Source: an optimization exercise on an open RTL-to-GDS flow (aim: small area). Production flows keep margins and buffers that such runs may drop.
Only simulation tests tie the RTL to the original design; equivalence was not proved.
Power is estimated from default activity; no workload was simulated.

## flow/flow/run.sh

```bash
#!/bin/bash
# Own layout flow: the standard synthesis and layout (standard.sh), with
# clock tree synthesis told not to add dummy loads and to cluster sinks in
# larger groups, and the port buffers made with buf_1. Each call's full
# output goes to its own log file in the work folder; ORFS keeps its
# per-step logs under orfs/logs.
set -euo pipefail
bash standard.sh synth > log_1_synth.txt 2>&1
bash standard.sh \
  "CTS_ARGS=-sink_clustering_enable -repair_clock_nets -dont_use_dummy_load -buf_list sky130_fd_sc_hd__clkbuf_16 -sink_clustering_size 30 -sink_clustering_max_diameter 60" \
  "BUFFER_PORTS_ARGS=-buffer_cell sky130_fd_sc_hd__buf_1" \
  finish > log_2_layout.txt 2>&1
```

## flow/constraint.sdc

```tcl
create_clock -name core_clock -period 10.0 [get_ports {clock}]
set_input_delay 2.0000 -clock core_clock [delete_from_list [all_inputs] [get_ports {clock}]]
set_output_delay 2.0000 -clock core_clock [all_outputs]
set_load 0.01 [all_outputs]
```

## flow/design.v

```verilog
module pipeline(
    clock,
    reset,
    imem_addr,
    imem_rdata,
    dmem_addr,
    dmem_wdata,
    dmem_we,
    dmem_re,
    dmem_rdata,
    program_done
);
    input wire clock;
    input wire reset;
    output wire[31:0] imem_addr;
    input wire[31:0]  imem_rdata;
    output wire[31:0] dmem_addr;
    output wire[31:0] dmem_wdata;
    output wire       dmem_we;
    output wire       dmem_re;
    input wire[31:0]  dmem_rdata;
    output reg program_done;
    reg [31:0] fa;           
    reg        first;        
    reg        insn_valid;   
    reg [31:0] si;           
    reg        zap;          
    reg        stall;
    reg        sp;           
    reg        c_we, c_rtype, c_itype, c_jtype, c_memwe, c_memrd, c_link;
    reg [4:0]  rd_d;
    reg [31:0] regs [0:31];
    reg [31:0] rs_q, rt_q;
    reg [31:0] out;
    reg        taken;
    reg        jr_x;
    reg [31:0] rtd_x;
    reg        x_we, x_memwe, x_memrd, x_link;
    reg [4:0]  rd_x;
    reg [31:0] wb_data;
    reg        wb_we;
    reg [4:0]  wb_rd;
    assign imem_addr  = fa;
    assign dmem_addr  = out;
    assign dmem_wdata = rtd_x;
    assign dmem_we    = x_memwe;
    assign dmem_re    = x_memrd;
    wire [31:0] insn = stall ? si : imem_rdata;
    wire [5:0]  op = insn[31:26];
    wire [4:0]  rs = insn[25:21];
    wire [4:0]  rt = insn[20:16];
    wire [4:0]  rd = insn[15:11];
    wire [5:0]  fn = insn[5:0];
    wire rs_wb = wb_we && rs == wb_rd;
    wire rt_wb = wb_we && rt == wb_rd;
    wire [31:0] a = rs_wb ? wb_data : rs_q;
    wire [31:0] b = rt_wb ? wb_data : rt_q;
    wire hz_rs = (c_we && !stall && rs == rd_d) || (x_we && rs == rd_x) || rs_wb;
    wire hz_rt = (c_we && !stall && rt == rd_d) || (x_we && rt == rd_x) || rt_wb;
    wire op_r     = op == 6'b000000;
    wire op_addiu = op == 6'b001001;
    wire op_slti  = op == 6'b001010;
    wire op_lw    = op == 6'b100011;
    wire op_sw    = op == 6'b101011;
    wire op_lui   = op == 6'b001111;
    wire op_ori   = op == 6'b001101;
    wire op_j     = op == 6'b000010;
    wire op_jal   = op == 6'b000011;
    wire op_beq   = op == 6'b000100;
    wire op_bne   = op == 6'b000101;
    wire op_bgtz  = op == 6'b000111;
    wire op_blez  = op == 6'b000110;
    wire op_rimm  = op == 6'b000001;
    wire dv = insn_valid && insn != 32'h0000_0000;
    wire d_itype = op_addiu | op_slti | op_lw | op_sw | op_lui | op_ori;
    wire d_jtype = op_j | op_jal | op_beq | op_bne | op_bgtz | op_blez | op_rimm;
    wire d_we = (op_r & fn != 6'b001000) | op_addiu | op_slti | op_lw | op_lui | op_ori | op_jal;
    wire stall_next = ((op_r | op_beq | op_bne | op_sw) & (hz_rs | hz_rt)) |
                      ((op_addiu | op_slti | op_lui | op_ori) & hz_rt) |
                      ((op_lw | op_bgtz | op_blez | op_rimm) & hz_rs);
    wire kill_d = taken | stall_next;
    wire [4:0] rd_next = (dv & d_itype) ? rt : (dv & op_jal) ? 5'd31 : rd;
    always @(posedge clock) begin
        si    <= insn;
        sp    <= stall;
        rd_d  <= rd_next;
        if (reset) begin
            zap <= 1'b1;
            stall <= 1'b0;
            c_we <= 1'b0;
            c_rtype <= 1'b0;
            c_itype <= 1'b0;
            c_jtype <= 1'b0;
            c_memwe <= 1'b0;
            c_memrd <= 1'b0;
            c_link <= 1'b0;
        end else begin
            zap <= kill_d;
            stall <= stall_next;
            c_we <= dv & d_we & ~kill_d;
            c_rtype <= dv & op_r;
            c_itype <= dv & d_itype;
            c_jtype <= dv & d_jtype;
            c_memwe <= dv & op_sw;
            c_memrd <= dv & op_lw;
            c_link <= dv & (op_ori | op_jal);
        end
    end
    function [31:0] init_val;
        input [4:0] r;
        init_val = (r == 5'd29) ? 32'h8002_2000 : {27'b0, r};
    endfunction
    genvar gi;
    generate
        for (gi = 0; gi < 32; gi = gi + 1) begin : rf
            wire [31:0] wd = reset ? init_val(gi) : wb_data;
            always @(posedge clock) begin
                if (reset || (wb_we && wb_rd == gi))
                    regs[gi] <= wd;
            end
        end
    endgenerate
    always @(posedge clock) begin
        rs_q <= regs[rs];
        rt_q <= regs[rt];
    end
    wire kill_x = taken | zap;               
    wire [5:0]  xop = kill_x ? 6'b0 : si[31:26];
    wire [5:0]  xfn = kill_x ? 6'b0 : si[5:0];
    wire [4:0]  xsa = kill_x ? 5'b0 : si[10:6];
    wire [4:0]  xrt = si[20:16];
    wire [15:0] imm = si[15:0];
    wire x_addiu = xop == 6'b001001;
    wire x_slti  = xop == 6'b001010;
    wire x_lwsw  = xop == 6'b100011 || xop == 6'b101011;
    wire x_lui   = xop == 6'b001111;
    wire x_ori   = xop == 6'b001101;
    wire x_j     = xop == 6'b000010 || xop == 6'b000011;
    wire x_jal   = xop == 6'b000011;
    wire x_beq   = xop == 6'b000100;
    wire x_bne   = xop == 6'b000101;
    wire x_bgtz  = xop == 6'b000111;
    wire x_blez  = xop == 6'b000110;
    wire x_bgez  = xop == 6'b000001 && xrt == 5'b00001;
    wire f_add  = xfn == 6'b100000 || xfn == 6'b100001;
    wire f_sub  = xfn == 6'b100010 || xfn == 6'b100011;
    wire f_slt  = xfn == 6'b101010;
    wire f_sltu = xfn == 6'b101011;
    wire f_sll  = xfn == 6'b000000;
    wire f_srl  = xfn == 6'b000010 || xfn == 6'b000011;
    wire f_and  = xfn == 6'b100100;
    wire f_or   = xfn == 6'b100101;
    wire f_xor  = xfn == 6'b100110;
    wire f_nor  = xfn == 6'b100111;
    wire f_jr   = xfn == 6'b001000;
    wire [31:0] simm = {{16{imm[15]}}, imm};
    wire use_pc = c_jtype | x_jal;
    wire [16:0] boff = {imm[15], imm} - {16'b0, ~sp};
    wire sub = c_rtype ? (f_sub | f_slt | f_sltu) : (c_itype & x_slti);
    reg [31:0] yop;
    always @(*) begin
        if (c_rtype)
            yop = b;
        else if (c_itype)
            yop = x_lwsw ? {16'b0, imm} : simm;
        else if (x_jal)
            yop = sp ? 32'd8 : 32'd4;
        else
            yop = {{13{boff[16]}}, boff, 2'b00};
    end
    wire [31:0] xop_a = use_pc ? fa : a;
    wire [32:0] sum = add33(xop_a, sub ? ~yop : yop, sub);
    wire lt_s = (a[31] ^ yop[31]) ? a[31] : sum[31];
    wire lt_u = ~sum[32];
    function [32:0] add33;
        input [31:0] x;
        input [31:0] y;
        input        ci;
        reg [31:0] p, g, pp, gg;
        reg [32:0] c;
        integer i, l;
        begin
            p = x ^ y;
            g = x & y;
            gg = g;
            pp = p;
            gg[0] = g[0] | (p[0] & ci);
            for (l = 0; l < 5; l = l + 1)
                for (i = (2 << l) - 1; i < 32; i = i + (2 << l)) begin
                    gg[i] = gg[i] | (pp[i] & gg[i - (1 << l)]);
                    pp[i] = pp[i] & pp[i - (1 << l)];
                end
            for (l = 3; l >= 0; l = l - 1)
                for (i = (3 << l) - 1; i < 32; i = i + (2 << l)) begin
                    gg[i] = gg[i] | (pp[i] & gg[i - (1 << l)]);
                    pp[i] = pp[i] & pp[i - (1 << l)];
                end
            c[0] = ci;
            for (i = 0; i < 32; i = i + 1)
                c[i + 1] = gg[i];
            add33 = {c[32], p ^ c[31:0]};
        end
    endfunction
    function [31:0] rev32;
        input [31:0] v;
        integer k;
        for (k = 0; k < 32; k = k + 1) rev32[k] = v[31-k];
    endfunction
    wire [31:0] sh_in  = f_sll ? rev32(b) : b;
    wire [3:0] sd0 = 4'b1 << xsa[1:0];
    wire [3:0] sd1 = 4'b1 << xsa[3:2];
    wire [63:0] sh_x = {32'b0, sh_in};
    reg  [31:0] sh_1, sh_2;
    reg  [63:0] sh_y;
    integer si_k;
    always @(*) begin
        for (si_k = 0; si_k < 32; si_k = si_k + 1)
            sh_1[si_k] = (sd0[0] & sh_x[si_k]) | (sd0[1] & sh_x[si_k + 1]) |
                         (sd0[2] & sh_x[si_k + 2]) | (sd0[3] & sh_x[si_k + 3]);
        sh_y = {32'b0, sh_1};
        for (si_k = 0; si_k < 32; si_k = si_k + 1)
            sh_2[si_k] = (sd1[0] & sh_y[si_k]) | (sd1[1] & sh_y[si_k + 4]) |
                         (sd1[2] & sh_y[si_k + 8]) | (sd1[3] & sh_y[si_k + 12]);
    end
    wire [31:0] sh_r = xsa[4] ? {16'b0, sh_2[31:16]} : sh_2;
    wire [31:0] axb = a ^ b;
    wire a_eq_b = axb == 32'h0;
    wire a_zero = a == 32'h0;
    wire [5:0]  jtop = fa[31:26] + {5'b0, sp & (&fa[25:2])};
    wire [31:0] jtarget = {jtop, 26'b0} | {si[25:0], 2'b00};
    wire br_go  = (x_beq & a_eq_b) | (x_bne & ~a_eq_b) | (x_bgtz & ~a_zero) | x_bgez;
    wire s_sum  = (c_rtype & (f_add | f_sub)) | (c_itype & (x_addiu | x_lwsw)) |
                  (c_jtype & (br_go | (x_blez & a_zero)));
    wire s_lts  = (c_rtype & f_slt) | (c_itype & x_slti);
    wire s_ltu  = c_rtype & f_sltu;
    wire s_sll  = c_rtype & f_sll;
    wire s_srl  = c_rtype & f_srl;
    wire s_and  = c_rtype & f_and;
    wire s_or   = c_rtype & f_or;
    wire s_xor  = c_rtype & f_xor;
    wire s_nor  = c_rtype & f_nor;
    wire s_a    = c_rtype & f_jr;
    wire s_lui  = c_itype & x_lui;
    wire s_ori  = c_itype & x_ori;
    wire s_jt   = c_jtype & x_j;
    wire s_zero = ~c_rtype & ~c_itype & ~c_jtype;
    wire s_hold = ~(s_sum | s_lts | s_ltu | s_sll | s_srl | s_and | s_or | s_xor | s_nor |
                    s_a | s_lui | s_ori | s_jt | s_zero);
    wire [31:0] a_or_b = a | b;
    wire [31:0] out_next =
        ({32{s_sum}} & sum[31:0]) |
        {31'b0, (s_lts & lt_s) | (s_ltu & lt_u)} |
        ({32{s_sll}} & rev32(sh_r)) |
        ({32{s_srl}} & sh_r) |
        ({32{s_and}} & (a & b)) |
        ({32{s_or}}  & a_or_b) |
        ({32{s_xor}} & axb) |
        ({32{s_nor}} & ~a_or_b) |
        ({32{s_a}}   & a) |
        ({32{s_lui}} & {imm, 16'b0}) |
        ({32{s_ori}} & (a | {16'b0, imm})) |
        ({32{s_jt}}  & jtarget) |
        ({32{s_hold}} & out);
    wire taken_next = (c_rtype & f_jr) | (c_jtype & (x_j | br_go));
    always @(posedge clock) begin
        out <= out_next;
        rtd_x <= x_jal ? sum[31:0] : b;
        rd_x <= rd_d;
        if (reset) begin
            taken <= 1'b0;
            jr_x <= 1'b0;
            x_we <= 1'b0;
            x_memwe <= 1'b0;
            x_memrd <= 1'b0;
            x_link <= 1'b0;
        end else begin
            taken <= taken_next;
            jr_x <= f_jr;
            x_we <= c_we & ~kill_x;
            x_memwe <= c_memwe & ~kill_x;
            x_memrd <= c_memrd & ~kill_x;
            x_link <= c_link & ~kill_x;
        end
    end
    always @(posedge clock) begin
        wb_data <= x_memrd ? dmem_rdata : (x_link ? rtd_x : out);
        wb_rd <= rd_x;
        if (reset)
            wb_we <= 1'b0;
        else
            wb_we <= x_we;
    end
    always @(posedge clock) begin
        first <= reset;
        if (reset) begin
            fa <= 32'h0;
            insn_valid <= 1'b0;
            program_done <= 1'b0;
        end else begin
            if (!stall)
                fa <= taken ? out : first ? 32'h8002_0000 : fa + 32'd4;
            insn_valid <= fa >= 32'h8002_0000;
            if (jr_x && out == 32'd31)
                program_done <= 1'b1;
        end
    end
endmodule
```

## flow/standard.sh

```bash
#!/bin/bash
# synth_recipe.tcl (not shown) runs the flow's synth.tcl, then flattens the netlist and writes it again
# the make line also repeats each setting of config.mk as NAME=value (left out here)
make -C /OpenROAD-flow-scripts/flow DESIGN_CONFIG=/design/flow/config.mk WORK_HOME=/design/flow/orfs CLKGATE_MAP_FILE= SYNTH_SCRIPT=/design/flow/synth_recipe.tcl "${@:-finish}"
```

## flow/config.mk

```make
export PLATFORM = sky130hd
export DESIGN_NAME = pipeline
export DESIGN_NICKNAME = pipeline
export VERILOG_FILES = /design/flow/design.v
export SDC_FILE = /design/flow/constraint.sdc
export NUM_CORES = 4
export LEC_CHECK = 0
export CAP_MARGIN = 10
export CORE_MARGIN = 2
export CORE_UTILIZATION = 45
export PLACE_DENSITY = 0.6
export SLEW_MARGIN = 10
```

==> results.toml, run 1 <==
[clocking]
path_clk_slew_ns = 0.08
cts_max_level = 3
cts_buffers = 103
post_cts_buffers = 0
insertion_delay_ns = 0.80
clock_sinks = 1283
cts_root_buffer = "clkbuf_16"
clock_path_buffers = 3
post_cts_resized = 0
cts_tree = "yes"
ctsHoldBuffers = 0

[route]
routed_wl_um = 326100
dr.pass1.iters = 9
num_vias = 55690
viasPerCell = 7.955
ant_nets = 0
wl_per_cell_um = 46.58
drt_iter0_drc = 12030
drc_errors = 0

[place]
port_buffers = 164
dp_hpwl_um = 187700
dp.cells = 6885
gp_congestion = 1.040

[timing]
hold_violations = 0
slew_viol_final = 0
setup_viol = 0
post-route-period-util_pct = 78.30
skew_ns = 0.1195
fmax_mhz = 127.7
finalSetupTns_ns = 0
worstMarginPinSlew_ns = 1.410
fin_crit_ns = 7.830
rsz0062_at_grt = "false"
maxSlewHeadroom_pct = 5.780

[logic_synthesis]
synthFlopType = "edfxtp_1"
synthAdderAreaFrac_pct = 2.551
synth_edf_count = 1024
yosysTopAreaCell = "edfxtp_1"
synth-warning-count = 2
synth_top_area_share_pct = 49.91
avgSynthCellArea_um2 = 11.93
synth_top_family_by_area = "compound AO/OA/AOI/OAI gates"
ys_top_cells_by_area = "edfxtp_1 (50%), dfxtp_1 (8.4%), a221oi_1 (7.7%), a22o_1 (6.4%), nand2_1 (2.2%)"
syn-cell-area_mm2 = 0.06161
synth.distinct_cells = 79
synth_simple_gate_area_share_pct = 9.540
synth_xor_area_share_pct = 1.407
muxShareOfSynthArea_pct = 2.214
synth_seq_cells = 1283
synth-async-reset-ratio_pct = 0
synth-compound-area-share_pct = 22.55
syn_inst = 5164
ys_seq_area_share_pct = 58.33

[worst_setup_path]
slowest_stage = "a221oi_1"
endpoint = "out[0]$_DFF_P_"
crit_top_cell = "nor2_1"
worst-path-stages = 22
cp_max_fo = 16
criticalPathCategory = "reg2reg"
startpoint_type = "register"
required_ns = 10.58
cp_slowest_stage_delay_ns = 1.01
rrSetupSlack_ns = 2.17
critPathBufInv = 0
r2r_start = "taken$_SDFF_PP0_"
r2r_end = "out[0]$_DFF_P_"
crit_chain = "or2_2, o21ai_0, nor2_1, nor2_1, a221oi_1, a21oi_1, xnor2_1, ha_1, nand4_1, nor2_1, a211oi_1, o2bb2ai_1, a211oi_1, o21bai_1, a21oi_1, o21ai_0, a21bo_2, fa_1, xor2_1, a21o_1, a221oi_1, o211ai_1"
worstPathArrival_ns = 8.41
cp-end-kind = "register"
rr_worst_depth = 22
cp-startpoint = "taken$_SDFF_PP0_"
path_delay_family = "compound AO/OA/AOI/OAI gates"

[run]
drv_cap = 0

[floorplanning]
ioPinCount = 165
die_x_um = 374
initial_core_util_pct = 45.42
rows = 135
die_area_mm2 = 0.1399
fp.dieH_um = 374
core_mm2 = 0.1356

[power_and_ir_drop]
vdd_ir_drop_max_uv = 129.2
p_per_area_mw_per_mm2 = 168.7
leakage_nw = 23.45

[global_routing]
grt_pass1_wl_um = 435200
grt_overflow = 0
grt_pass1_vias = 51080
gr-usage-all-layers_pct = 45.10
antenna_found_initial = 14
grt_start_max_net_pins = 71

[finish]
nNetsFinal = 5391
layout.cells.non_filler = 7001
syn2layout_area_growth_pct = 9.726
drive_above_1_share_pct = 9.122

[outcome]
status = "complete, no violations"

[hold_path]
hold_class = "reg2reg"
==> worst min-delay path by stage <==
stage	from	slack (ns)	cells after the start	endpoint
6_report	rd_d[4]$_DFF_P_	0.40	0	rd_x[4]$_DFF_P_
5_1_grt	rd_x[1]$_DFF_P_	0.41	0	wb_rd[1]$_DFF_P_
4_1_cts	rd_d[4]$_DFF_P_	0.40	0	rd_x[4]$_DFF_P_
3_5_place_dp	rd_x[4]$_DFF_P_	0.39	0	wb_rd[4]$_DFF_P_
3_3_place_gp	rd_d[4]$_DFF_P_	0.38	0	rd_x[4]$_DFF_P_
2_1_floorplan	stall$_SDFF_PP0_	0.35	0	sp$_DFF_P_
==> stage by stage <==
stage	hold slack, ns	power (mW)	setup slack [ns]	cell area (µm²)	util, %
final	0.4006	11.41	2.170	67600	49.84
after CTS	0.3994	11.26	2.240	67560	49.81
after floorplan	0.3507	6.946	2.356	61610	-
after detailed placement	0.3887	7.724	1.489	64990	47.91
after global placement	0.3850	7.731	1.601	64990	47.91
after global routing	0.4125	11.56	1.802	67570	49.82
==> where the power goes <==
group          leakage (nW)  internal [mW]  switching, mW  total, mW
Sequential             12.7           5.98          0.269       6.25
Combinational          9.51          0.401           1.08       1.48
Clock                  1.27           1.80           1.88       3.68
Total                  23.5           8.18           3.23       11.4
==> cells in the mapped netlist (all sizes together), types with 22 or more instances <==
library cell  number
edfxtp          1024
o21ai            175
a221oi           547
dfxtp            259
a22o             449
or2               28
xor2              22
mux2i            112
nand2            356
o211ai            36
nand4            175
nor3              73
clkbuf           348
xnor2             77
nor4              42
buf               47
o2111ai           41
nand3            127
nor2b             26
a21oi            211
o221ai            26
ha               100
inv              155
nor2             298
a22oi             36
o22a              69
a21o              34
a222oi            29
==> sequential cells by signal, indices dropped and copies added (netlist names), 32 cells and up <==
name,count
fa,32
out,32
si,32
rt_q,32
rs_q,32
wb_data,32
rtd_x,32
regs,1024
==> worst register-to-register path, cell delays in order, from the launching register on <==
cell and delay, ns:
dfxtp_1 0.72, or2_2 0.60, o21ai_0 0.26, nor2_1 0.68
nor2_1 0.40, a221oi_1 1.01, a21oi_1 0.12, xnor2_1 0.34
ha_1 0.30, nand4_1 0.13, nor2_1 0.06, a211oi_1 0.37
o2bb2ai_1 0.21, a211oi_1 0.45, o21bai_1 0.11, a21oi_1 0.27
o21ai_0 0.23, a21bo_2 0.25, fa_1 0.43, xor2_1 0.19
a21o_1 0.17, a221oi_1 0.23, o211ai_1 0.12
==> cell families after synthesis <==
group,count (synthesis)
compound gates,1769
flops,1283
simple gates,1220
buf+inv,550
mux,127
fa+ha+maj,116
xor+xnor,99
==> placed cells by master (no fill, tap or decap), types with 69 or more instances in the layout <==
| master | synthesis | layout |
|---|---|---|
| buf_1 | 30 | 163 |
| nand3_1 | 127 | 126 |
| ha_1 | 100 | 100 |
| nor2_1 | 298 | 244 |
| nand4_1 | 175 | 175 |
| nand2_1 | 356 | 355 |
| a22o_1 | 449 | 449 |
| buf_4 | 0 | 170 |
| o22a_1 | 69 | 69 |
| a21oi_1 | 211 | 209 |
| dfxtp_1 | 259 | 255 |
| inv_1 | 153 | 153 |
| xnor2_1 | 77 | 77 |
| o21ai_0 | 153 | 153 |
| a221oi_1 | 544 | 544 |
| mux2i_1 | 104 | 104 |
| clkbuf_16 | 0 | 103 |
| edfxtp_1 | 1024 | 1024 |
==> area by class of cell <==
cell class / instances / area (µm²)
flip-flops and latches: 1283 / 35940
inverters: 155 / 581.8
well taps: 1781 / 2228
diodes: 13 / 32.53
multi-input cells: 3331 / 24320
clock buffers: 103 / 2577
repair buffers: 335 / 1916
fillers: 12040 / 68040
==> metal layers <==
layer  up-vias  wire length, µm  track usage, %
met4        20            33860           35.52
met2      6045           132500           64.50
li1      20950                -               -
met1     26890           107500           53.85
met3      1786            51960           18.09
met5         -              325          0.5832
==> run 2, diff against run 1 <==
--- a/flow/design.v
+++ b/flow/design.v
@@ -120,9 +120,23 @@
             end
         end
     endgenerate
+    wire [31:0] dec_rs = 32'b1 << rs;
+    wire [31:0] dec_rt = 32'b1 << rt;
+    wire [31:0] rd_rs, rd_rt;
+    genvar bk, rk;
+    generate
+        for (bk = 0; bk < 32; bk = bk + 1) begin : rdm
+            wire [31:0] col;
+            for (rk = 0; rk < 32; rk = rk + 1) begin : c
+                assign col[rk] = regs[rk][bk];
+            end
+            rf_mux32 mrs (.sel(dec_rs), .d(col), .q(rd_rs[bk]));
+            rf_mux32 mrt (.sel(dec_rt), .d(col), .q(rd_rt[bk]));
+        end
+    endgenerate
     always @(posedge clock) begin
-        rs_q <= regs[rs];
-        rt_q <= regs[rt];
+        rs_q <= rd_rs;
+        rt_q <= rd_rt;
     end
     wire kill_x = taken | zap;               
     wire [5:0]  xop = kill_x ? 6'b0 : si[31:26];
@@ -206,23 +220,8 @@
         integer k;
         for (k = 0; k < 32; k = k + 1) rev32[k] = v[31-k];
     endfunction
-    wire [31:0] sh_in  = f_sll ? rev32(b) : b;
-    wire [3:0] sd0 = 4'b1 << xsa[1:0];
-    wire [3:0] sd1 = 4'b1 << xsa[3:2];
-    wire [63:0] sh_x = {32'b0, sh_in};
-    reg  [31:0] sh_1, sh_2;
-    reg  [63:0] sh_y;
-    integer si_k;
-    always @(*) begin
-        for (si_k = 0; si_k < 32; si_k = si_k + 1)
-            sh_1[si_k] = (sd0[0] & sh_x[si_k]) | (sd0[1] & sh_x[si_k + 1]) |
-                         (sd0[2] & sh_x[si_k + 2]) | (sd0[3] & sh_x[si_k + 3]);
-        sh_y = {32'b0, sh_1};
-        for (si_k = 0; si_k < 32; si_k = si_k + 1)
-            sh_2[si_k] = (sd1[0] & sh_y[si_k]) | (sd1[1] & sh_y[si_k + 4]) |
-                         (sd1[2] & sh_y[si_k + 8]) | (sd1[3] & sh_y[si_k + 12]);
-    end
-    wire [31:0] sh_r = xsa[4] ? {16'b0, sh_2[31:16]} : sh_2;
+    wire [31:0] sh_r;
+    shift_right SHIFTER (.left (f_sll), .sa (xsa), .d (b), .q (sh_r));
     wire [31:0] axb = a ^ b;
     wire a_eq_b = axb == 32'h0;
     wire a_zero = a == 32'h0;
@@ -305,3 +304,38 @@
         end
     end
 endmodule
+module rf_mux32 (
+    input  wire [31:0] sel,
+    input  wire [31:0] d,
+    output wire        q
+);
+    assign q = |(sel & d);
+endmodule
+module shift_right (
+    input  wire        left,
+    input  wire [4:0]  sa,
+    input  wire [31:0] d,
+    output wire [31:0] q
+);
+    integer k;
+    reg [31:0] din;
+    always @(*)
+        for (k = 0; k < 32; k = k + 1)
+            din[k] = left ? d[31 - k] : d[k];
+    wire [3:0] sd0 = 4'b1 << sa[1:0];
+    wire [3:0] sd1 = 4'b1 << sa[3:2];
+    wire [63:0] sh_x = {32'b0, din};
+    reg  [31:0] sh_1, sh_2;
+    reg  [63:0] sh_y;
+    integer si_k;
+    always @(*) begin
+        for (si_k = 0; si_k < 32; si_k = si_k + 1)
+            sh_1[si_k] = (sd0[0] & sh_x[si_k]) | (sd0[1] & sh_x[si_k + 1]) |
+                         (sd0[2] & sh_x[si_k + 2]) | (sd0[3] & sh_x[si_k + 3]);
+        sh_y = {32'b0, sh_1};
+        for (si_k = 0; si_k < 32; si_k = si_k + 1)
+            sh_2[si_k] = (sd1[0] & sh_y[si_k]) | (sd1[1] & sh_y[si_k + 4]) |
+                         (sd1[2] & sh_y[si_k + 8]) | (sd1[3] & sh_y[si_k + 12]);
+    end
+    assign q = sa[4] ? {16'b0, sh_2[31:16]} : sh_2;
+endmodule
--- a/flow/config.mk
+++ b/flow/config.mk
@@ -10,3 +10,4 @@
 export CORE_UTILIZATION = 45
 export PLACE_DENSITY = 0.6
 export SLEW_MARGIN = 10
+export SYNTH_HIERARCHICAL = 1
==> run 2 against run 1 <==
  * Via count fell by 12%
  * Highest routed layer unchanged
  * Worst setup slack got worse by 0.33 ns
  * Critical endpoint unchanged
  * Combinational power fell by 7%
  * Cell count fell by 3.5%
==> results.toml, run 2 <==
[finish]
nNetsFinal = 5162
largest_register_ffs = 1024
final_common_cell = "edfxtp_1"
fill_cells = 11580
layout.cells.most_common_list = "edfxtp_1 (1,024), a22oi_1 (980), nand4_1 (280), dfxtp_1 (255), nor2_1 (189)"
final_cell_area_mm2 = 0.06735
top_register = "regs"
syn2layout_area_growth_pct = 11.44
drive_above_1_share_pct = 11.95
layout.cells.non_filler = 6757

[global_routing]
grt_pass1_vias = 45750
antenna_found_initial = 18
gr-usage-all-layers_pct = 37.78
grt_overflow = 0
grt_pass1_wl_um = 362800
grt_start_max_net_pins = 66

[logic_synthesis]
synthFlopType = "edfxtp_1"
syn-cell-area_mm2 = 0.06044
syn_inst = 4702
synth_edf_count = 1024
ys_seq_area_share_pct = 59.46
yosysTopAreaCell = "edfxtp_1"
synth_most_common_cell = "edfxtp_1"
ys_top_cells_by_count = "edfxtp_1 (1,024), a22oi_1 (980), nand4_1 (280)"
avgSynthCellArea_um2 = 12.85
synth.distinct_cells = 84
ys_top_cells_by_area = "edfxtp_1 (51%), a22oi_1 (12%), dfxtp_1 (8.6%), nand4_1 (2.9%), mux2i_1 (2.8%)"
synth-warning-count = 9
synth_seq_cells = 1283
synth_top_area_share_pct = 50.88
synth-async-reset-ratio_pct = 0

[power_and_ir_drop]
power_switching_mw = 3.004
vdd_ir_drop_max_uv = 149.0
p_int_mw = 8.249
p_sw_share_pct = 26.70
leakage_nw = 23.38
p_per_area_mw_per_mm2 = 167.1
clkPwrFrac_pct = 32.6
p_seq_share_pct = 55.0
combinationalPowerShare_pct = 12.3

[timing]
rsz0062_at_grt = "false"
worstMarginPinSlew_ns = 1.355
finalSetupTns_ns = 0
post-route-period-util_pct = 81.64
fmax_mhz = 122.5
maxSlewHeadroom_pct = 9.637
setup_viol = 0
slew_viol_final = 0
hold_violations = 0
worst_slack_ns = 1.836
fin_crit_ns = 8.164
skew_ns = 0.1052

[clocking]
clock_sinks = 1283
ctsHoldBuffers = 0
cts_tree = "yes"
post_cts_buffers = 0
cts_root_buffer = "clkbuf_16"
insertion_delay_ns = 0.76
path_clk_slew_ns = 0.07
cts_buffers = 106
clock_path_buffers = 3
cts_max_level = 3
post_cts_resized = 0

[worst_setup_path]
cp-end-kind = "register"
slowest_stage = "nor4_1"
crit_chain = "buf_1, mux2i_1, xnor2_1, nor4_4, nand3_2, mux2i_1, mux2i_1, xnor2_1, fa_1, a211oi_1, nor3_1, nor4_1, o31ai_1, nand4_1, a31oi_1, a21boi_0, o21ai_0, fa_1, xor2_1, maj3_1, nand2_1, nand3_1"
cp_slowest_stage_delay_ns = 0.72
required_ns = 10.57
cp_max_fo = 11
worstPathArrival_ns = 8.73
crit_top_cell = "mux2i_1"
criticalPathCategory = "in2reg"
startpoint_type = "primary input"

[floorplanning]
core_mm2 = 0.1335
rows = 134
die_area_mm2 = 0.1373
die_x_um = 370.5
ioPinCount = 165
fp.dieH_um = 370.5
initial_core_util_pct = 45.29

[route]
ant_nets = 0
routed_wl_um = 266200
drt_iter0_drc = 8598
drc_errors = 0
num_vias = 48920
dr.pass1.iters = 10
wl_per_cell_um = 39.40
viasPerCell = 7.240

[place]
dp_hpwl_um = 173000
gp_congestion = 1.010
port_buffers = 164
placed_area_mm2 = 0.06467
dp.cells = 6639
place_ws_ns = 1.325

[run]
drv_cap = 0

[hold_path]
hold_class = "reg2reg"

[outcome]
status = "complete, no violations"
[run 2: changes by cell type after synthesis, sizes merged, moves of 45 or more]
cell | before | now
a221oi | 547 | 35
mux2i | 112 | 177
nand2 | 356 | 156
or4 | 7 | 71
clkbuf | 348 | 130
a22oi | 36 | 1044
o22a | 69 | 1
nand4 | 175 | 280
a22o | 449 | 2
mux4 | 0 | 45
o21ai | 175 | 70
nand3 | 127 | 73
[run 2: final cells by class]
| class | count | area (µm²) | area share, % |
|---|---|---|---|
| timing repair buffer | 340 | 1938 | 2.878 |
| inverter | 123 | 461.7 | 0.6855 |
| sequential | 1283 | 35940 | 53.37 |
| clock buffer | 106 | 2653 | 3.938 |
| tap | 1768 | 2212 | 3.284 |
| multi-input combinational | 3126 | 24120 | 35.81 |
| antenna | 11 | 27.53 | 0.04087 |
[run 2: power by group through the flow]
stage	logic [mW]	clock network, mW	registers [mW]
3_3_place_gp	1.33	0	6.29
5_1_grt	1.43	3.87	6.20
2_1_floorplan	0.763	0	6.19
6_report	1.38	3.67	6.19
4_1_cts	1.34	3.68	6.17
3_5_place_dp	1.33	0	6.29
[run 2: final timing paths]
| path | from | endpoint | slack (ns) | cells past startpoint |
|---|---|---|---|---|
| setup / recovery | imem_rdata[20] | out[0]$_DFF_P_ | 1.84 | 22 |
| hold / removal | rd_x[4]$_DFF_P_ | wb_rd[4]$_DFF_P_ | 0.40 | 0 |
| hold reg to reg | rd_x[4]$_DFF_P_ | wb_rd[4]$_DFF_P_ | 0.40 | 0 |
| setup reg to reg | taken$_SDFF_PP0_ | out[0]$_DFF_P_ | 2.21 | 20 |
[run 2: worst max-delay path: cells and delay by family]
family	cells	cell delay [ns]
muxes	3	1.08
xor gates and xnor gates	3	0.61
adders and majority gates	3	1.28
AOI/OAI and AO/OA	5	1.64
buffers and inverters	1	0.08
and+or+nand+nor	7	2.01
[run 2: per-module statistics from Yosys, one instance, submodules excluded]
| module | cells | area [µm²] | flops+latches | times used |
|---|---|---|---|---|
| pipeline | 3136 | 47920 | 1283 | 1 |
| shift_right | 222 | 2426 | 0 | 1 |
| rf_mux32 | 21 | 157.7 | 0 | 64 |
[run 2: cells by family (layout without fill, tap and decap cells)]
kind of cell | Yosys count | after routing | synth area share, %
flip-flops | 1283 | 1283 | 59.46
buffers and inverters | 293 | 569 | 2.006
adder cells (fa/ha/maj) | 118 | 118 | 2.633
other | 0 | 11 | 0
XOR/XNOR | 106 | 106 | 1.536
AO/OA/AOI/OAI | 1535 | 1535 | 18.96
multiplexers | 267 | 267 | 5.629
AND/OR/NAND/NOR | 1100 | 1100 | 9.775
[run 2: through the flow]
stage / total power [mW] / hold slack, ns / util [%]
2_1_floorplan: 6.954 / 0.3507 / -
3_3_place_gp: 7.619 / 0.4000 / 48.45
3_5_place_dp: 7.623 / 0.4056 / 48.45
4_1_cts: 11.19 / 0.3935 / 50.44
5_1_grt: 11.50 / 0.3951 / 50.45
6_report: 11.25 / 0.4015 / 50.47
[run 2: per-layer routing]
metal,global-route usage (%),wire length (µm),share of wire (%),vias up
met3,8.407,29690,11,820
met2,57.92,119200,45,3695
met4,27.94,23570,8.9,8
met5,0,46,0.017,-
li1,-,-,-,19930
met1,46.97,93770,35,24470
==> run 3, diff against run 2 <==
--- a/flow/flow/run.sh
+++ b/flow/flow/run.sh
@@ -7,6 +7,6 @@
 set -euo pipefail
 bash standard.sh synth > log_1_synth.txt 2>&1
 bash standard.sh \
-  "CTS_ARGS=-sink_clustering_enable -repair_clock_nets -dont_use_dummy_load -buf_list sky130_fd_sc_hd__clkbuf_16 -sink_clustering_size 30 -sink_clustering_max_diameter 60" \
+  "CTS_ARGS=-sink_clustering_enable -repair_clock_nets -dont_use_dummy_load -buf_list sky130_fd_sc_hd__clkbuf_8 -sink_clustering_size 16 -sink_clustering_max_diameter 50" \
   "BUFFER_PORTS_ARGS=-buffer_cell sky130_fd_sc_hd__buf_1" \
   finish > log_2_layout.txt 2>&1
==> run 3 against run 2 <==
  * Hold slack better by 0.016 ns
  * Via count about the same
  * Sequential power hardly changed
  * Flip-flop and latch count unchanged
  * Critical path type unchanged
  * Clock power decreased by 19%
  * Worst setup slack better by 0.22 ns
  * Critical endpoint unchanged
  * Clock-buffer cell count is 28 higher
  * Final area shrank 1.2%
  * Largest cell class unchanged
==> results.toml, run 3 <==
[outcome]
status = "complete, no violations"

[logic_synthesis]
synth.distinct_cells = 84
yosysTopAreaCell = "edfxtp_1"
avgSynthCellArea_um2 = 12.85
syn-cell-area_mm2 = 0.06044
synth-warning-count = 9
synth_most_common_cell = "edfxtp_1"
synth_seq_cells = 1283
synth-async-reset-ratio_pct = 0
ys_top_cells_by_count = "edfxtp_1 (1,024), a22oi_1 (980), nand4_1 (280)"
syn_inst = 4702
synthFlopType = "edfxtp_1"
ys_seq_area_share_pct = 59.46
synth_top_area_share_pct = 50.88
synth_edf_count = 1024
ys_top_cells_by_area = "edfxtp_1 (51%), a22oi_1 (12%), dfxtp_1 (8.6%), nand4_1 (2.9%), mux2i_1 (2.8%)"

[run]
drv_cap = 0

[hold_path]
hold_class = "reg2reg"
hold_depth = 0
worstHoldEndpoint = "wb_rd[4]$_DFF_P_"
worstHoldStart = "rd_x[4]$_DFF_P_"

[finish]
nNetsFinal = 5189
fill_cells = 11720
largest_register_ffs = 1024
drive_above_1_share_pct = 12.43
top_register = "regs"
layout.cells.most_common_list = "edfxtp_1 (1,024), a22oi_1 (980), nand4_1 (280), dfxtp_1 (255), nor2_1 (189)"
utilization_pct = 49.87
layout.cells.non_filler = 6793
final_common_cell = "edfxtp_1"
syn2layout_area_growth_pct = 10.13

[place]
gp_congestion = 1.010
dp_hpwl_um = 173000
port_buffers = 164
dp.cells = 6639

[worst_setup_path]
cp_max_fo = 11
r2r_start = "taken$_SDFF_PP0_"
cp-end-kind = "register"
rrSetupSlack_ns = 2.24
rr_worst_depth = 20
worstPathArrival_ns = 8.67
criticalPathCategory = "in2reg"
required_ns = 10.72
startpoint_type = "primary input"
r2r_end = "out[0]$_DFF_P_"

[floorplanning]
die_area_mm2 = 0.1373
initial_core_util_pct = 45.29
rows = 134
fp.dieH_um = 370.5
die_x_um = 370.5
core_mm2 = 0.1335
ioPinCount = 165

[global_routing]
grt_pass1_vias = 46060
grt_start_max_net_pins = 66
gr-usage-all-layers_pct = 38.01
antenna_found_initial = 22
grt_overflow = 0
grt_pass1_wl_um = 363700

[clocking]
cts_max_level = 4
post_cts_buffers = 0
insertion_delay_ns = 0.93
cts_tree = "yes"
cts_buffers = 134
cts_root_buffer = "clkbuf_8"
path_clk_slew_ns = 0.08
post_cts_resized = 0
clock_path_buffers = 3
clock_sinks = 1283
ctsHoldBuffers = 0

[route]
routed_wl_um = 267500
viasPerCell = 7.199
wl_per_cell_um = 39.37
drt_iter0_drc = 8474
num_vias = 48900
ant_nets = 0
dr.pass1.iters = 8
drc_errors = 0

[timing]
fin_crit_ns = 7.948
maxSlewHeadroom_pct = 12.28
skew_ns = 0.1166
slew_viol_final = 0
worstMarginPinSlew_ns = 1.316
finalSetupTns_ns = 0
hold_violations = 0
rsz0062_at_grt = "false"
setup_viol = 0
fmax_mhz = 125.8
post-route-period-util_pct = 79.48

[power_and_ir_drop]
power_mw = 10.54
vdd_ir_drop_max_uv = 135.3
leakage_nw = 23.03
p_per_area_mw_per_mm2 = 158.3
-- run 3: cell types whose count changed in the layout (fill, tap and decap cells not counted), sizes merged --
cell,change
clkbuf,+28
diode,+9
buf,-1
-- run 3: logic make-up (layout without fill, tap and decap cells) --
logic type	Yosys count	in the layout	synth area share [%]
xor gates and xnor gates	106	106	1.536
adders and majority gates	118	118	2.633
and+or+nand+nor	1100	1100	9.775
AOI/OAI and AO/OA	1535	1535	18.96
muxes	267	267	5.629
DFF	1283	1283	59.46
other	0	20	0
buffers and inverters	293	596	2.006
-- run 3: final cells by class --
class | instances | area (µm²) | area share, %
antenna | 20 | 50.05 | 0.07519
clock buffer | 134 | 1844 | 2.771
inverter | 123 | 461.7 | 0.6936
multi-input combinational | 3126 | 24120 | 36.23
sequential | 1283 | 35940 | 54.00
tap | 1768 | 2212 | 3.323
timing repair buffer | 339 | 1933 | 2.904
-- run 3: worst max path at each step --
stage | from | endpoint | slack, ns | depth (start not counted)
3_5_place_dp | imem_rdata[20] | out[0]$_DFF_P_ | 1.32 | 22
4_1_cts | imem_rdata[20] | out[0]$_DFF_P_ | 2.21 | 22
2_1_floorplan | imem_rdata[20] | out[0]$_DFF_P_ | 3.02 | 22
6_report | imem_rdata[20] | out[0]$_DFF_P_ | 2.05 | 22
5_1_grt | imem_rdata[20] | out[0]$_DFF_P_ | 1.77 | 23
3_3_place_gp | imem_rdata[20] | out[0]$_DFF_P_ | 1.44 | 22
-- run 3: layer usage --
| layer | vias to the layer above | global-route usage, % | part of all wire (%) |
|---|---|---|---|
| met4 | 6 | 28.46 | 8.9 |
| li1 | 19950 | - | - |
| met1 | 24390 | 46.70 | 35 |
| met2 | 3737 | 58.13 | 45 |
| met5 | - | 0 | 0.022 |
| met3 | 820 | 9.301 | 12 |
-- run 3: where the power goes --
part           switching [mW]  total, mW  internal [mW]  leakage [nW]
logic                   0.960       1.39          0.426          9.40
registers               0.220       6.19           5.97          12.7
clock network            1.77       2.96           1.19         0.964
total                    2.95       10.5           7.59          23.0
-- run 3: through the flow --
step / hold slack [ns] / area, µm² / worst slack (ns)
floorplan: 0.3507 / 60440 / 3.015
global placement: 0.4000 / 64670 / 1.435
detailed placement: 0.4056 / 64670 / 1.325
CTS: 0.4042 / 66510 / 2.209
global route: 0.4108 / 66520 / 1.771
finish: 0.4171 / 66560 / 2.052
-- run 3: per-module statistics from Yosys (local to each module, per instance) --
| module | flip-flops and latches | copies in the design |
|---|---|---|
| rf_mux32 | 0 | 64 |
| shift_right | 0 | 1 |
| pipeline | 1283 | 1 |
-- run 3: worst max-delay path: stages --
cell and delay, ns:
buf_1 0.08, mux2i_1 0.48, xnor2_1 0.19, nor4_4 0.42, nand3_2 0.39, mux2i_1 0.44
mux2i_1 0.17, xnor2_1 0.19, fa_1 0.47, a211oi_1 0.37, nor3_1 0.15, nor4_1 0.70
o31ai_1 0.28, nand4_1 0.17, a31oi_1 0.36, a21boi_0 0.41, o21ai_0 0.20, fa_1 0.46
xor2_1 0.20, maj3_1 0.36, nand2_1 0.08, nand3_1 0.07
==> run 4, diff against run 3 <==
--- a/flow/design.v
+++ b/flow/design.v
@@ -130,8 +130,18 @@
             for (rk = 0; rk < 32; rk = rk + 1) begin : c
                 assign col[rk] = regs[rk][bk];
             end
-            rf_mux32 mrs (.sel(dec_rs), .d(col), .q(rd_rs[bk]));
-            rf_mux32 mrt (.sel(dec_rt), .d(col), .q(rd_rt[bk]));
+            wire [10:0] ts_n, tt_n;
+            wire [32:0] colx = {1'b0, col};
+            wire [32:0] dsx = {1'b0, dec_rs};
+            wire [32:0] dtx = {1'b0, dec_rt};
+            for (rk = 0; rk < 11; rk = rk + 1) begin : g
+                rf_aoi3 ms (.s0(dsx[3*rk]), .d0(colx[3*rk]), .s1(dsx[3*rk+1]), .d1(colx[3*rk+1]),
+                            .s2(dsx[3*rk+2]), .d2(colx[3*rk+2]), .q_n(ts_n[rk]));
+                rf_aoi3 mt (.s0(dtx[3*rk]), .d0(colx[3*rk]), .s1(dtx[3*rk+1]), .d1(colx[3*rk+1]),
+                            .s2(dtx[3*rk+2]), .d2(colx[3*rk+2]), .q_n(tt_n[rk]));
+            end
+            assign rd_rs[bk] = ~&ts_n;
+            assign rd_rt[bk] = ~&tt_n;
         end
     endgenerate
     always @(posedge clock) begin
@@ -304,12 +314,11 @@
         end
     end
 endmodule
-module rf_mux32 (
-    input  wire [31:0] sel,
-    input  wire [31:0] d,
-    output wire        q
+module rf_aoi3 (
+    input  wire s0, d0, s1, d1, s2, d2,
+    output wire q_n
 );
-    assign q = |(sel & d);
+    assign q_n = ~((s0 & d0) | (s1 & d1) | (s2 & d2));
 endmodule
 module shift_right (
     input  wire        left,
@@ -317,25 +326,39 @@
     input  wire [31:0] d,
     output wire [31:0] q
 );
-    integer k;
-    reg [31:0] din;
-    always @(*)
-        for (k = 0; k < 32; k = k + 1)
-            din[k] = left ? d[31 - k] : d[k];
+    wire [31:0] din;
     wire [3:0] sd0 = 4'b1 << sa[1:0];
     wire [3:0] sd1 = 4'b1 << sa[3:2];
-    wire [63:0] sh_x = {32'b0, din};
-    reg  [31:0] sh_1, sh_2;
-    reg  [63:0] sh_y;
-    integer si_k;
-    always @(*) begin
-        for (si_k = 0; si_k < 32; si_k = si_k + 1)
-            sh_1[si_k] = (sd0[0] & sh_x[si_k]) | (sd0[1] & sh_x[si_k + 1]) |
-                         (sd0[2] & sh_x[si_k + 2]) | (sd0[3] & sh_x[si_k + 3]);
-        sh_y = {32'b0, sh_1};
-        for (si_k = 0; si_k < 32; si_k = si_k + 1)
-            sh_2[si_k] = (sd1[0] & sh_y[si_k]) | (sd1[1] & sh_y[si_k + 4]) |
-                         (sd1[2] & sh_y[si_k + 8]) | (sd1[3] & sh_y[si_k + 12]);
-    end
+    wire [31:0] sh_1, sh_2;
+    genvar k;
+    generate
+        for (k = 0; k < 32; k = k + 1) begin : st
+            assign din[k] = left ? d[31 - k] : d[k];
+            if (k + 3 < 32) begin : f1
+                wire t_n;
+                rf_aoi3 u0 (.s0(sd0[0]), .d0(din[k]), .s1(sd0[1]), .d1(din[k + 1]),
+                            .s2(sd0[2]), .d2(din[k + 2]), .q_n(t_n));
+                assign sh_1[k] = ~(t_n & ~(sd0[3] & din[k + 3]));
+            end else if (k + 2 < 32) begin : p1a
+                assign sh_1[k] = (sd0[0] & din[k]) | (sd0[1] & din[k + 1]) | (sd0[2] & din[k + 2]);
+            end else if (k + 1 < 32) begin : p1b
+                assign sh_1[k] = (sd0[0] & din[k]) | (sd0[1] & din[k + 1]);
+            end else begin : p1c
+                assign sh_1[k] = sd0[0] & din[k];
+            end
+            if (k + 12 < 32) begin : f2
+                wire t_n;
+                rf_aoi3 u0 (.s0(sd1[0]), .d0(sh_1[k]), .s1(sd1[1]), .d1(sh_1[k + 4]),
+                            .s2(sd1[2]), .d2(sh_1[k + 8]), .q_n(t_n));
+                assign sh_2[k] = ~(t_n & ~(sd1[3] & sh_1[k + 12]));
+            end else if (k + 8 < 32) begin : p2a
+                assign sh_2[k] = (sd1[0] & sh_1[k]) | (sd1[1] & sh_1[k + 4]) | (sd1[2] & sh_1[k + 8]);
+            end else if (k + 4 < 32) begin : p2b
+                assign sh_2[k] = (sd1[0] & sh_1[k]) | (sd1[1] & sh_1[k + 4]);
+            end else begin : p2c
+                assign sh_2[k] = sd1[0] & sh_1[k];
+            end
+        end
+    endgenerate
     assign q = sa[4] ? {16'b0, sh_2[31:16]} : sh_2;
 endmodule
==> run 4 against run 3 <==
  * Die area fell by 3.7%
  * Clock-buffer cell count fell by 4
  * First-iteration DRC count rose by 30%
  * Non-clock buffer count rose by 6
==> results.toml, run 4 <==
[timing]
setup_viol = 0
post-route-period-util_pct = 78.41
fin_crit_ns = 7.841
maxSlewHeadroom_pct = 15.89
rsz0062_at_grt = "false"
slew_viol_final = 0
worstMarginPinSlew_ns = 1.262
finalSetupTns_ns = 0
hold_violations = 0
worst_slack_ns = 2.159
fmax_mhz = 127.5
skew_ns = 0.1398
final.hold.worst_slack_ns = 0.3791

[clocking]
insertion_delay_ns = 0.93
ctsHoldBuffers = 0
clock_sinks = 1283
post_cts_resized = 0
clock_path_buffers = 3
cts_max_level = 4
cts_tree = "yes"
path_clk_slew_ns = 0.09
cts_root_buffer = "clkbuf_8"
post_cts_buffers = 0
cts_buffers = 130

[worst_setup_path]
cp-end-kind = "register"
criticalPathCategory = "in2reg"
startpoint_type = "primary input"
rrSetupSlack_ns = 2.42
slowest_stage = "buf_4"
crit_chain = "buf_1, mux2i_1, inv_1, xnor2_1, and2_1, nand2_1, buf_4, mux2_2, inv_1, a21oi_1, xor2_1, ha_1, a211o_1, a211oi_1, o21ai_0, a31o_2, nand2_1, a31oi_1, a211o_1, fa_1, xnor2_1, maj3_1, o21ai_0, or4_1"
rr_worst_depth = 23
cp_max_fo = 28
cp_slowest_stage_delay_ns = 0.49
worstPathArrival_ns = 8.50
required_ns = 10.66

[finish]
largest_register_ffs = 1024
syn2layout_area_growth_pct = 11.09
fill_cells = 11120
ff_latch_area_mm2 = 0.03594
layout.cells.non_filler = 6528
drive_above_1_share_pct = 11.70
final_cell_area_mm2 = 0.06465
multi_input_area_mm2 = 0.02224
final_common_cell = "edfxtp_1"
nNetsFinal = 4977
top_register = "regs"
utilization_pct = 50.50
layout.cells.most_common_list = "edfxtp_1 (1,024), a222oi_1 (763), nor2_1 (286), dfxtp_1 (255), nand4_1 (217)"

[logic_synthesis]
ys_top_cells_by_area = "edfxtp_1 (53%), a222oi_1 (13%), dfxtp_1 (8.9%), nand4_1 (2.3%), nor2_1 (2.3%)"
synth_edf_count = 1024
synth_most_common_cell = "edfxtp_1"
synth-async-reset-ratio_pct = 0
ys_top_cells_by_count = "edfxtp_1 (1,024), a222oi_1 (763), nor2_1 (354)"
ys_seq_area_share_pct = 61.75
avgSynthCellArea_um2 = 13.37
synth_top_area_share_pct = 52.84
yosysTopAreaCell = "edfxtp_1"
synth-warning-count = 8
syn_inst = 4351
synthFlopType = "edfxtp_1"
synth_seq_cells = 1283
syn-cell-area_mm2 = 0.05819
synth.distinct_cells = 86

[global_routing]
antenna_found_initial = 13
use_met3_pct = 7.089
grt_overflow = 0
use_met2_pct = 56.95
grt_pass1_vias = 44980
grt_use_met1_pct = 47.30
gr-usage-all-layers_pct = 36.98
grt_pass1_wl_um = 344900
grt_busiest_layer = "met2"
grt_start_max_net_pins = 67

[route]
num_vias = 47700
drt_iter0_drc = 11010
wl_per_cell_um = 38.55
dr.pass1.iters = 13
drc_errors = 0
viasPerCell = 7.306
routed_wl_um = 251600
ant_nets = 0

[floorplanning]
rows = 131
die_area_mm2 = 0.1322
die_x_um = 363.6
core_mm2 = 0.1280
initial_core_util_pct = 45.46
fp.dieH_um = 363.6
ioPinCount = 165

[power_and_ir_drop]
vdd_ir_drop_max_uv = 126.9
p_per_area_mw_per_mm2 = 161.1
power_mw = 10.41
leakage_nw = 22.51

[hold_path]
hold_depth = 0
hold_class = "reg2reg"

[run]
drv_cap = 0

[place]
port_buffers = 164
gp_congestion = 1.046
dp.cells = 6392
placed_area_mm2 = 0.06284
place_ws_ns = 1.466
dp_hpwl_um = 161000

[outcome]
status = "complete, no violations"
## run 4: where the power goes
group,internal [mW],switching [mW]
Combinational,0.406,0.981
Sequential,5.97,0.171
Clock,1.16,1.73
## run 4: path summary, 6_finish.rpt
path / start / endpoint
hold / removal: rd_d[1]$_DFF_P_ / rd_x[1]$_DFF_P_
setup reg to reg: stall$_SDFF_PP0_ / out[0]$_DFF_P_
hold reg to reg: rd_d[1]$_DFF_P_ / rd_x[1]$_DFF_P_
setup / recovery: imem_rdata[18] / out[0]$_DFF_P_
## run 4: worst max-delay path: cells and delay by family
| family | cells | cell delay, ns |
|---|---|---|
| mux | 2 | 0.89 |
| compound gates | 8 | 1.86 |
| buf+inv | 4 | 0.90 |
| simple gates | 4 | 0.99 |
| fa+ha+maj | 3 | 1.06 |
| xor+xnor | 3 | 0.77 |
## run 4: cell families (layout without fill, tap and decap cells)
kind of cell / count (synthesis) / count (layout) / synth area share [%]
adders and majority gates: 117 / 117 / 2.718
and+or+nand+nor: 1055 / 1055 / 9.166
muxes: 171 / 171 / 3.150
AOI/OAI and AO/OA: 1323 / 1323 / 19.61
DFF: 1283 / 1283 / 61.75
buffers and inverters: 298 / 613 / 2.049
other: 1 / 134 / 0.006444
xor gates and xnor gates: 103 / 103 / 1.550
## run 4: per-module statistics from Yosys, one instance, submodules excluded
module | cells | cell area (µm²)
rf_aoi3 | 1 | 10.01
pipeline | 3388 | 49190
shift_right | 210 | 1469
## run 4: cell type report
class                      count  area share (%)
sequential                  1283           55.60
multi-input combinational   2897           34.41
tap                         1729           3.346
timing repair buffer         345           3.060
clock buffer                 130           2.768
inverter                     138          0.8013
antenna                        6         0.02322
## run 4: routing by layer
layer | up-vias | routed length [µm] | share of wire (%)
met1 | 23640 | 89720 | 36
met3 | 663 | 29630 | 12
li1 | 19560 | - | -
met5 | - | 66 | 0.026
met4 | 10 | 19700 | 7.8
met2 | 3820 | 112500 | 45
==> run 5, diff against run 4 <==
--- a/flow/config.mk
+++ b/flow/config.mk
@@ -5,9 +5,9 @@
 export SDC_FILE = /design/flow/constraint.sdc
 export NUM_CORES = 4
 export LEC_CHECK = 0
-export CAP_MARGIN = 10
+export CAP_MARGIN = 0
 export CORE_MARGIN = 2
 export CORE_UTILIZATION = 45
 export PLACE_DENSITY = 0.6
-export SLEW_MARGIN = 10
+export SLEW_MARGIN = 0
 export SYNTH_HIERARCHICAL = 1
==> run 5 against run 4 <==
  * Non-clock buffer count unchanged
  * Largest cell class unchanged
  * Critical path type unchanged
  * Sequential share of layout area hardly changed
  * Clock skew rose by 0.0034 ns
  * Via count hardly changed
  * Worst setup slack worse by 0.011 ns
  * Combinational power hardly changed
  * Still clean on timing, DRC and antenna
  * Critical endpoint unchanged
  * Global-route usage stayed put
  * Critical path depth unchanged
  * Die area is the same
  * Cell count is the same
  * Flip-flop and latch count stayed put
==> results.toml, run 5 <==
[logic_synthesis]
synth_most_common_cell = "edfxtp_1"
ys_seq_area_share_pct = 61.75
avgSynthCellArea_um2 = 13.37
synth_top_area_share_pct = 52.84
synth_edf_count = 1024
yosysTopAreaCell = "edfxtp_1"
synthFlopType = "edfxtp_1"
ys_top_cells_by_count = "edfxtp_1 (1,024), a222oi_1 (763), nor2_1 (354)"
ys_top_cells_by_area = "edfxtp_1 (53%), a222oi_1 (13%), dfxtp_1 (8.9%), nand4_1 (2.3%), nor2_1 (2.3%)"
syn_inst = 4351
syn-cell-area_mm2 = 0.05819
synth-async-reset-ratio_pct = 0
synth.distinct_cells = 86
synth-warning-count = 8
synth_seq_cells = 1283

[finish]
drive_above_1_share_pct = 11.66
layout.cells.most_common_list = "edfxtp_1 (1,024), a222oi_1 (763), nor2_1 (286), dfxtp_1 (255), nand4_1 (217)"
nNetsFinal = 4977
top_register = "regs"
final_common_cell = "edfxtp_1"
largest_register_ffs = 1024
syn2layout_area_growth_pct = 11.08

[global_routing]
grt_start_max_net_pins = 67
gr-usage-all-layers_pct = 36.98
grt_pass1_wl_um = 344900
antenna_found_initial = 13
grt_overflow = 0
grt_pass1_vias = 44980

[route]
viasPerCell = 7.312
ant_nets = 0
drt_iter0_drc = 11030
wl_per_cell_um = 38.52
num_vias = 47740
routed_wl_um = 251500
drc_errors = 0
dr.pass1.iters = 15

[clocking]
cts_tree = "yes"
cts_root_buffer = "clkbuf_8"
post_cts_resized = 0
cts_max_level = 4
cts_buffers = 130
clock_path_buffers = 3
path_clk_slew_ns = 0.09
clock_sinks = 1283
post_cts_buffers = 0
insertion_delay_ns = 0.93
ctsHoldBuffers = 0

[place]
dp_hpwl_um = 161000
gp_congestion = 1.046
port_buffers = 164

[worst_setup_path]
worstPathArrival_ns = 8.51
startpoint_type = "primary input"
r2r_start = "stall$_SDFF_PP0_"
required_ns = 10.66
crit_chain = "buf_1, mux2i_1, inv_1, xnor2_1, and2_1, nand2_1, buf_4, mux2_2, inv_1, a21oi_1, xor2_1, ha_1, a211o_1, a211oi_1, o21ai_0, a31o_2, nand2_1, a31oi_1, a211o_1, fa_1, xnor2_1, maj3_1, o21ai_0, or4_1"
cp_max_fo = 28
path_delay_family = "compound AO/OA/AOI/OAI gates"
criticalPathCategory = "in2reg"
critPathBufInv = 4
cp-startpoint = "imem_rdata[18]"
cp_slowest_stage_delay_ns = 0.49
slowest_stage = "buf_4"
cp-end-kind = "register"

[floorplanning]
ioPinCount = 165
fp.dieH_um = 363.6
die_x_um = 363.6
die_area_mm2 = 0.1322
rows = 131
initial_core_util_pct = 45.46
core_mm2 = 0.1280

[timing]
final.hold.worst_slack_ns = 0.3791
fin_crit_ns = 7.851
finalSetupTns_ns = 0
rsz0062_at_grt = "false"
worstMarginPinSlew_ns = 1.327
skew_ns = 0.1432
slew_viol_final = 0
maxSlewHeadroom_pct = 11.35
setup_viol = 0
hold_violations = 0
fmax_mhz = 127.4
post-route-period-util_pct = 78.51

[power_and_ir_drop]
p_per_area_mw_per_mm2 = 161.1
leakage_nw = 22.51
vdd_ir_drop_max_uv = 126.2

[hold_path]
worstHoldStart = "rd_d[1]$_DFF_P_"
hold_class = "reg2reg"

[outcome]
status = "complete, no violations"

[run]
drv_cap = 0
==> run 5: per-layer routing <==
metal / track usage, % / up-vias / wire [µm]
li1: - / 19560 / -
met1: 47.30 / 23560 / 89070
met2: 56.95 / 3929 / 112200
met3: 7.089 / 682 / 30260
met4: 25.61 / 8 / 19910
met5: 0.1816 / - / 57
==> run 5: cells by family after synthesis <==
kind of cell | share of synthesized area [%]
adder cells (fa/ha/maj) | 2.718
buffers and inverters | 2.049
flip-flops | 61.75
AND/OR/NAND/NOR | 9.166
other | 0.006444
multiplexers | 3.150
XOR/XNOR | 1.550
AO/OA/AOI/OAI | 19.61
==> run 5: cell type report <==
type | instances | area (µm²)
fillers | 11120 | 63370
flip-flops and latches | 1283 | 35940
repair buffers | 345 | 1978
multi-input cells | 2897 | 22240
clock buffers | 130 | 1789
inverters | 138 | 518.0
well taps | 1729 | 2163
diodes | 6 | 15.01
==> run 5: where the power goes <==
group | total, mW | switching [mW] | internal, mW | leakage [nW]
clock | 2.89 | 1.73 | 1.16 | 0.935
sequential | 6.14 | 0.171 | 5.97 | 12.7
combinational | 1.39 | 0.981 | 0.406 | 8.91
==> run 5: metrics by stage <==
stage	total power [mW]	area, µm²	util (%)	setup slack [ns]	std cells
floorplan	6.937	58670	-	2.662	4478
global placement	7.572	62840	49.09	1.493	6392
detailed placement	7.578	62840	49.09	1.466	6392
CTS	10.37	64630	50.49	2.288	6522
global route	10.69	64630	50.49	2.022	6524
finish	10.42	64640	50.50	2.149	6528
==> run 5: worst paths after layout <==
| kind | end | slack (ns) | cells after the start |
|---|---|---|---|
| setup reg to reg | out[0]$_DFF_P_ | 2.41 | 23 |
| hold / removal | rd_x[1]$_DFF_P_ | 0.38 | 0 |
| hold reg to reg | rd_x[1]$_DFF_P_ | 0.38 | 0 |
| setup / recovery | out[0]$_DFF_P_ | 2.15 | 24 |
==> run 5: worst register-to-register path: stages, from the launching register on <==
cell and delay (ns):
dfxtp_4 0.86, mux2i_1 0.58, inv_1 0.22, xnor2_1 0.16, and2_1 0.22, nand2_1 0.25, buf_4 0.49, mux2_2 0.51
inv_1 0.10, a21oi_1 0.08, xor2_1 0.19, ha_1 0.37, a211o_1 0.29, a211oi_1 0.22, o21ai_0 0.27, a31o_2 0.37
nand2_1 0.11, a31oi_1 0.21, a211o_1 0.35, fa_1 0.43, xnor2_1 0.42, maj3_1 0.26, o21ai_0 0.07, or4_1 0.40
==> run 5: per-module statistics from Yosys (local to each module, per instance) <==
module       flip-flops and latches  cells inside  cell area (µm²)
shift_right                       0           210             1469
pipeline                       1283          3388            49190
rf_aoi3                           0             1            10.01
==> run 6, diff against run 5 <==
--- a/flow/config.mk
+++ b/flow/config.mk
@@ -7,7 +7,7 @@
 export LEC_CHECK = 0
 export CAP_MARGIN = 0
 export CORE_MARGIN = 2
-export CORE_UTILIZATION = 45
-export PLACE_DENSITY = 0.6
+export CORE_UTILIZATION = 55
+export PLACE_DENSITY = 0.65
 export SLEW_MARGIN = 0
 export SYNTH_HIERARCHICAL = 1
==> run 6 against run 5 <==
  * Flip-flop and latch count did not move
  * Maximum frequency fell by 4.0%
  * Worst setup slack got worse by 0.32 ns
  * Hold slack improved by 0.023 ns
  * Combinational power barely moved
  * Cell count fell by 5.7%
  * Area after synthesis did not move
  * Critical path depth fell by 3
==> results.toml, run 6 <==
[route]
wl_per_cell_um = 40.49
highest_layer = "met5"
routed_wl_um = 249400
wl_met1_um = 81670
dr_wl_met3_um = 34450
dr.pass1.iters = 13
met2WireLength_um = 109600
num_vias = 48500
viasPerCell = 7.874
drc_errors = 0
ant_nets = 0
drt_iter0_drc = 12430

[floorplanning]
rows = 119
die_area_mm2 = 0.1084
ioPinCount = 165
fp.dieH_um = 329.3
die_x_um = 329.3
core_mm2 = 0.1051
initial_core_util_pct = 55.36

[logic_synthesis]
synth-async-reset-ratio_pct = 0
syn-cell-area_mm2 = 0.05819
synth-warning-count = 8
syn_inst = 4351
synth_seq_cells = 1283
ys_top_cells_by_count = "edfxtp_1 (1,024), a222oi_1 (763), nor2_1 (354)"
yosysTopAreaCell = "edfxtp_1"
ys_top_cells_by_area = "edfxtp_1 (53%), a222oi_1 (13%), dfxtp_1 (8.9%), nand4_1 (2.3%), nor2_1 (2.3%)"
synth_top_area_share_pct = 52.84
synth_most_common_cell = "edfxtp_1"
synth_edf_count = 1024
ys_seq_area_share_pct = 61.75
avgSynthCellArea_um2 = 13.37
synthFlopType = "edfxtp_1"
synth.distinct_cells = 86

[global_routing]
gr-usage-all-layers_pct = 44.92
grt_start_max_net_pins = 81
grt_pass1_wl_um = 342800
grt_pass1_vias = 45030
grt_overflow = 0
antenna_found_initial = 6

[timing]
worstMarginPinSlew_ns = 1.311
skew_ns = 0.1337
fmax_mhz = 122.3
rsz0062_at_grt = "false"
maxSlewHeadroom_pct = 12.40
post-route-period-util_pct = 81.75
hold_violations = 0
slew_viol_final = 0
fin_crit_ns = 8.175
setup_viol = 0
finalSetupTns_ns = 0

[worst_setup_path]
startpoint_type = "primary input"
worstPathArrival_ns = 8.84
cp-end-kind = "register"
required_ns = 10.67
criticalPathCategory = "in2reg"
cp_max_fo = 8

[clocking]
post_cts_resized = 0
ctsHoldBuffers = 0
clock_sinks = 1283
post_cts_buffers = 0
cts_buffers = 118
clock_path_buffers = 3
cts_root_buffer = "clkbuf_8"
cts_tree = "yes"
path_clk_slew_ns = 0.08
insertion_delay_ns = 0.87
cts_max_level = 3

[power_and_ir_drop]
vdd_ir_drop_max_uv = 145.4
p_per_area_mw_per_mm2 = 160.7
leakage_nw = 22.33

[finish]
final_common_cell = "edfxtp_1"
utilization_pct = 60.84
drive_above_1_share_pct = 11.09
syn2layout_area_growth_pct = 9.899
fill_cells = 8418
nNetsFinal = 4945
largest_register_ffs = 1024
top_register = "regs"
layout.cells.most_common_list = "edfxtp_1 (1,024), a222oi_1 (763), nor2_1 (287), dfxtp_1 (255), nand4_1 (217)"

[outcome]
status = "complete, no violations"

[place]
dp_hpwl_um = 158800
port_buffers = 164
gp_congestion = 1.052

[run]
drv_cap = 0

[hold_path]
hold_class = "reg2reg"
-- run 6: cell counts after synthesis --
Identical to the previous run, type by type.
-- run 6: cell type report --
type	count	area (µm²)	area share [%]
clock buffer	118	1624	2.539
tap	1391	1740	2.721
multi-input combinational	2897	22290	34.84
timing repair buffer	325	1828	2.858
inverter	138	518.0	0.8099
sequential	1283	35940	56.20
antenna	7	17.52	0.02739
-- run 6: worst paths after layout --
path                          from          endpoint  slack [ns]  depth (start not counted)
hold reg to reg    rd_x[4]$_DFF_P_  wb_rd[4]$_DFF_P_        0.40                          0
setup / recovery    imem_rdata[16]    out[0]$_DFF_P_        1.83                         21
hold / removal     rd_x[4]$_DFF_P_  wb_rd[4]$_DFF_P_        0.40                          0
setup reg to reg  stall$_SDFF_PP0_    out[0]$_DFF_P_        1.94                         24
-- run 6: critical path, stage by stage --
cell     delay [ns]
buf_1          0.08
mux2i_1        0.59
xnor2_1        0.13
nor4_1         0.66
nand2_1        0.37
mux2_2         0.43
a22oi_1        0.23
xnor2_1        0.12
fa_1           0.45
a21o_1         0.17
a21oi_1        0.60
o21ai_0        0.47
a31o_2         0.38
nand2_1        0.11
a31oi_1        0.22
a211o_1        0.36
fa_1           0.44
xnor2_1        0.30
maj3_1         0.24
o21ai_0        0.07
or4_1          0.40
-- run 6: through the flow --
stage               power, mW  hold WS [ns]  worst slack, ns  area [µm²]  instances
floorplan               6.937        0.3319            2.662       58670       4478
global placement        7.591        0.3963            1.244       62310       6034
detailed placement      7.592        0.3899            1.138       62310       6034
CTS                     10.20        0.4009            1.950       63940       6152
global route            10.52        0.4086            1.544       63940       6153
finish                  10.28        0.4025            1.825       63960       6159
-- run 6: layer usage --
layer | global-route usage, % | vias up
met4 | 33.60 | 8
li1 | - | 19530
met1 | 56.36 | 23660
met3 | 9.617 | 799
met5 | 0 | -
met2 | 68.82 | 4501
-- run 6: Yosys stat by module, one instance, submodules excluded --
module / area [µm²] / copies in the design / flip-flops and latches
pipeline: 49190 / 1 / 1283
rf_aoi3: 10.01 / 753 / 0
shift_right: 1469 / 1 / 0
-- run 6: report_power, final --
part / internal (mW) / switching, mW / total, mW
registers: 5.97 / 0.186 / 6.15
logic: 0.403 / 0.999 / 1.40
clock network: 1.04 / 1.68 / 2.72
total: 7.41 / 2.87 / 10.3
-- run 6: logic make-up (layout without fill, tap and decap cells) --
kind of cell	Yosys count	after routing	share of synthesized area, %
AOI/OAI and AO/OA	1323	1323	19.61
DFF	1283	1283	61.75
and+or+nand+nor	1055	1055	9.166
buffers and inverters	298	581	2.049
muxes	171	171	3.150
adders and majority gates	117	117	2.718
xor gates and xnor gates	103	103	1.550
other	1	135	0.006444

## static timing again, ports no longer ideal
The results above use ideal ports. As a check the final layouts listed here were re-extracted and re-timed, cells and wires unchanged. Step 1 sets driving cells, clkbuf_16 on the clock port and buf_2 on the other inputs (assumed; they add their load-dependent delay and slew). Step 2 moves the port delays by t, midway between the first and last clock arrival at a register: inputs arrive t later, outputs are due t later. That takes back most of the time a late clock gives input paths. a / b / c = ideal ports / drivers / drivers and shift; a / b = the first two.
| run | shift t [ns] | slack for setup (ns) | latest minus earliest clock arrival (ns) |
|---|---|---|---|
| run 1 | 0.820 | 2.170 / 2.170 / 1.417 | 0.135 / 0.135 |
| run 2 | 0.791 | 1.836 / 1.885 / 1.094 | 0.120 / 0.120 |
| run 3 | 0.962 | 2.052 / 2.103 / 1.142 | 0.120 / 0.121 |
| run 4 | 0.921 | 2.159 / 2.189 / 1.268 | 0.156 / 0.156 |
| run 5 | 0.920 | 2.149 / 2.178 / 1.258 | 0.158 / 0.158 |
| run 6 | 0.876 | 1.825 / 1.874 / 0.998 | 0.144 / 0.144 |
After both steps every run listed still meets setup and hold. For run 3, which loses most, drivers alone change the setup slack by +0.051 ns; drivers and shift together by -0.910 ns.
